This is an optimization exercise on Yosys and OpenROAD, whose aim is small area, a short achievable clock period and few clock cycles, not a production implementation.
No driver is modelled on the clock port, so clock power and skew are understated where the tree is cut down; a real chip needs a root buffer or a tree.
Power and IR drop assume default switching activity.

==> module ELA, before the edit <==
module ELA(clk, rst, ready, in_data, data_rd, req, wen, addr, data_wr, done);
	input				clk;
	input				rst;
	input				ready;
	input		[7:0]	in_data;
	input		[7:0]	data_rd;
	output 	reg			req;
	output 	reg			wen;
	output 	reg	[12:0]	addr;
	output 	reg	[7:0]	data_wr;
	output 	reg			done;
reg idle, arr, pro, tri_;
reg [1:0] sub;
wire [4:0] R = addr[12:8];
wire       o = addr[7];
wire [6:0] C = addr[6:0];
wire arr_end  = arr & (C == 7'd126);
wire last_arr = arr_end & (R != 5'd0);                
wire tri_end  = tri_ & (sub == 2'd2) & (C == 7'd1);   
always @(posedge clk or posedge rst) begin
  if (rst) begin
    idle <= 1'b1; arr <= 1'b0; pro <= 1'b0; tri_ <= 1'b0;
    sub <= 2'd0;
    req <= 1'b0; wen <= 1'b0; done <= 1'b0;
  end else begin
    req <= 1'b0;
    if (idle & ready) begin idle <= 1'b0; arr <= 1'b1; req <= 1'b1; end
    if (arr) begin
      if (last_arr) begin arr <= 1'b0; pro <= 1'b1; end
      else if (arr_end) req <= 1'b1;
    end
    if (pro) begin
      sub <= sub + 2'd1;
      if (sub == 2'd3) begin pro <= 1'b0; tri_ <= 1'b1; end
    end
    if (tri_) begin
      sub <= (sub == 2'd2) ? 2'd0 : sub + 2'd1;
      if (tri_end) begin
        tri_ <= 1'b0;
        if (R != 5'd31) begin arr <= 1'b1; req <= 1'b1; end
      end
    end
    wen  <= (arr & ~last_arr) | (pro & sub == 2'd0) | (tri_ & sub == 2'd2);
    done <= ~(idle | arr | pro | tri_);
  end
end
reg [4:0] dR;
reg [6:0] dC;
reg       nO;
always @(*) begin
  dR = 5'd0; dC = 7'd0; nO = o;
  if (arr) begin
    dC = last_arr ? 7'd2 : 7'd1;
    if (C == 7'd127) begin dR = {4'd0, 1'b1} + {4'd0, o}; nO = 1'b0; end
  end
  if (pro) case (sub)
      2'd0: dC = -7'd1;
      2'd1: begin dR = -5'd1; dC = 7'd1; end
      2'd2: begin dR = 5'd1; dC = 7'd1; end
      default: begin dR = -5'd1; dC = -7'd2; nO = 1'b1; end
    endcase
  if (tri_) case (sub)
      2'd0: begin dC = 7'd2; nO = 1'b0; end
      2'd1: begin dR = 5'd1; dC = 7'd1; end
      default: begin dR = -5'd1; dC = -7'd2; nO = 1'b1; end
    endcase
end
always @(posedge clk) begin
  if (idle) addr <= {5'd31, 1'b0, 7'd127};
  else addr <= {R + dR, nO, C + dC};
end
wire edge1 = (C[6:1] == 6'd0);                           
wire edge2 = (C[6:2] == 5'd0) & (C[1] ^ C[0]);           
reg [7:0] UA, UB, LA, LB, LC, bestd;
wire u_ld = (tri_ & (sub == 2'd1)) | (pro & (sub == 2'd2));
wire l_ld = (tri_ & (sub == 2'd2)) | (pro & (sub == 2'd0 | sub == 2'd3));
wire [8:0] dif = {1'b0, UA} - {1'b0, LA};
wire [7:0] d = dif[8] ? -dif[7:0] : dif[7:0];
wire [8:0] sum = {1'b0, UA} + {1'b0, LA};
wire take = tri_ & ((sub == 2'd0) |
                    (sub == 2'd1 & (edge1 | d <= bestd)) |
                    (sub == 2'd2 & ~edge2 & d < bestd));
always @(posedge clk) begin
  if (take) bestd <= d;
  if (arr) data_wr <= in_data;
  else if (take) data_wr <= sum[8:1];
  UB <= UA;
  UA <= u_ld ? data_rd : UB;
  if (l_ld) LA <= data_rd;
  else begin LA <= LB; LB <= LC; LC <= LA; end
end
endmodule
Settings: LEC_CHECK=0, CAP_MARGIN=40, CORE_MARGIN=2, CORE_UTILIZATION=70, GPL_ROUTABILITY_DRIVEN=1, PLACE_DENSITY=0.8, SLEW_MARGIN=40; clock period 13.0 ns.
standard.sh (not shown) runs the stock make flow with config.mk's settings and CLKGATE_MAP_FILE= SYNTH_SCRIPT=/design/flow/synth_recipe.tcl, a recipe that flattens the netlist after the stock synthesis.
==> flow/flow/run.sh <==
#!/bin/bash
# The standard layout with two changes:
#  - port buffers are buf_2 cells (BUFFER_PORTS_ARGS), turned into buf_1 on the
#    inputs by flow/cts.tcl;
#  - the clock tree is one level: the clock port drives four clkbuf_16 cells,
#    each driving the flip-flops of one quarter of the die
#    (flow/cts.tcl), instead of TritonCTS's two-level H-tree.
# Each tool's output goes to a log file of its own in this folder.
set -euo pipefail
export BUFFER_PORTS_ARGS="-buffer_cell sky130_fd_sc_hd__buf_2"
bash standard.sh place > place.log 2>&1
RES=$PWD/orfs/results/$FLOW_PLATFORM/ELA/base
RES=$RES openroad -no_init -exit flow/cts.tcl > cts.log 2>&1
cp $RES/4_1_cts.odb $RES/4_cts.odb
cp $RES/4_cts.sdc.tmp $RES/4_cts.sdc
bash standard.sh finish > finish.log 2>&1
Other scripts of this flow, unchanged in this note and not shown: flow/flow/cts.tcl
The baseline finished with timing, DRC and antenna clean.
Edit:
--- a/flow/design.v
+++ b/flow/design.v
@@ -42,5 +42,6 @@
       end
     end
-    wen  <= (arr & ~last_arr) | (pro & sub == 2'd0) | (tri_ & sub == 2'd2);
+    wen  <= (arr & ~last_arr) | (pro & sub == 2'd1) |
+            (tri_ & sub == 2'd0 & C != 7'd1) | tri_end;
     done <= ~(idle | arr | pro | tri_);
   end
@@ -56,14 +57,17 @@
   end
   if (pro) case (sub)
-      2'd0: dC = -7'd1;
-      2'd1: begin dR = -5'd1; dC = 7'd1; end
-      2'd2: begin dR = 5'd1; dC = 7'd1; end
-      default: begin dR = -5'd1; dC = -7'd2; nO = 1'b1; end
-    endcase
+    2'd0: dR = -5'd1;
+    2'd1: begin dR = 5'd1; dC = -7'd1; end
+    2'd2: dC = 7'd2;
+    default: dR = -5'd1;
+  endcase
   if (tri_) case (sub)
-      2'd0: begin dC = 7'd2; nO = 1'b0; end
-      2'd1: begin dR = 5'd1; dC = 7'd1; end
-      default: begin dR = -5'd1; dC = -7'd2; nO = 1'b1; end
-    endcase
+    2'd0: begin dC = -7'd2; nO = 1'b1; end
+    2'd1: begin dR = 5'd1; dC = 7'd3; nO = 1'b0; end
+    default: begin
+      dR = -5'd1;
+      if (C == 7'd1) begin dC = -7'd2; nO = 1'b1; end
+    end
+  endcase
 end
 always @(posedge clk) begin
@@ -71,21 +75,23 @@
   else addr <= {R + dR, nO, C + dC};
 end
-wire edge1 = (C[6:1] == 6'd0);                           
-wire edge2 = (C[6:2] == 5'd0) & (C[1] ^ C[0]);           
-reg [7:0] UA, UB, LA, LB, LC, bestd;
-wire u_ld = (tri_ & (sub == 2'd1)) | (pro & (sub == 2'd2));
+reg [7:0] UA, UB, LA, LB, LC;
+reg [7:0] dq, aq, bestd;
+wire u_ld = (tri_ & (sub == 2'd0)) | (pro & (sub == 2'd1));
 wire l_ld = (tri_ & (sub == 2'd2)) | (pro & (sub == 2'd0 | sub == 2'd3));
 wire [8:0] dif = {1'b0, UA} - {1'b0, LA};
-wire [7:0] d = dif[8] ? -dif[7:0] : dif[7:0];
 wire [8:0] sum = {1'b0, UA} + {1'b0, LA};
-wire take = tri_ & ((sub == 2'd0) |
-                    (sub == 2'd1 & (edge1 | d <= bestd)) |
-                    (sub == 2'd2 & ~edge2 & d < bestd));
+wire lt = dq < bestd;
+wire le = dq <= bestd;
+wire take = tri_ & ((sub == 2'd1) |
+                    (sub == 2'd2 & (C == 7'd1 | C == 7'd2 | le)) |
+                    (sub == 2'd0 & C != 7'd2 & lt));
 always @(posedge clk) begin
-  if (take) bestd <= d;
+  dq <= dif[8] ? -dif[7:0] : dif[7:0];
+  aq <= sum[8:1];
+  if (take) bestd <= dq;
   if (arr) data_wr <= in_data;
-  else if (take) data_wr <= sum[8:1];
-  UB <= UA;
-  UA <= u_ld ? data_rd : UB;
+  else if (take) data_wr <= aq;
+  UA <= UB;
+  UB <= u_ld ? data_rd : UA;
   if (l_ld) LA <= data_rd;
   else begin LA <= LB; LB <= LC; LC <= LA; end
Wire length goes up by 1.1%.
Final cell count goes up by 3.4%.
Area after synthesis goes up by 8.7%.
Setup slack improves by 0.55 ns.
Final area goes up by 7.6%.
Clock skew goes up by 0.0061 ns.
Critical path depth goes down by 2.
Total power goes up by 21%.
Die area goes up by 8.2%.
Via count is about the same.
No run of this note included a check of the RTL's function; only the layout flow was run. No run of this note takes its clock network from TritonCTS; it comes from the design's own scripts or RTL.

## separate check: timing with driven ports
In the flow no input, the clock included, has a driving cell. The finished layouts below were timed again as built, in two steps. Step 1 sets driving cells, clkbuf_16 on the clock port and buf_2 on the other inputs (assumed; they add their load-dependent delay and slew). Step 2 adds t to the input delays and takes it off the output delays; t is the mean of the earliest and latest rising clock arrival at the registers after step 1. Input paths then give back, and output paths get back, about the clock's delay inside the block. Slacks: ideal / step 1 / step 2; pairs: ideal / step 1.
run | shift t [ns] | slack for setup (ns) | slew at the worst register clock pin (ns)
the first run | 0.219 | 8.851 / 8.851 / 8.851 | 0.08 / 0.08
the second run | 0.230 | 9.406 / 9.406 / 9.406 | 0.10 / 0.10
After both steps every run listed still meets setup and hold.
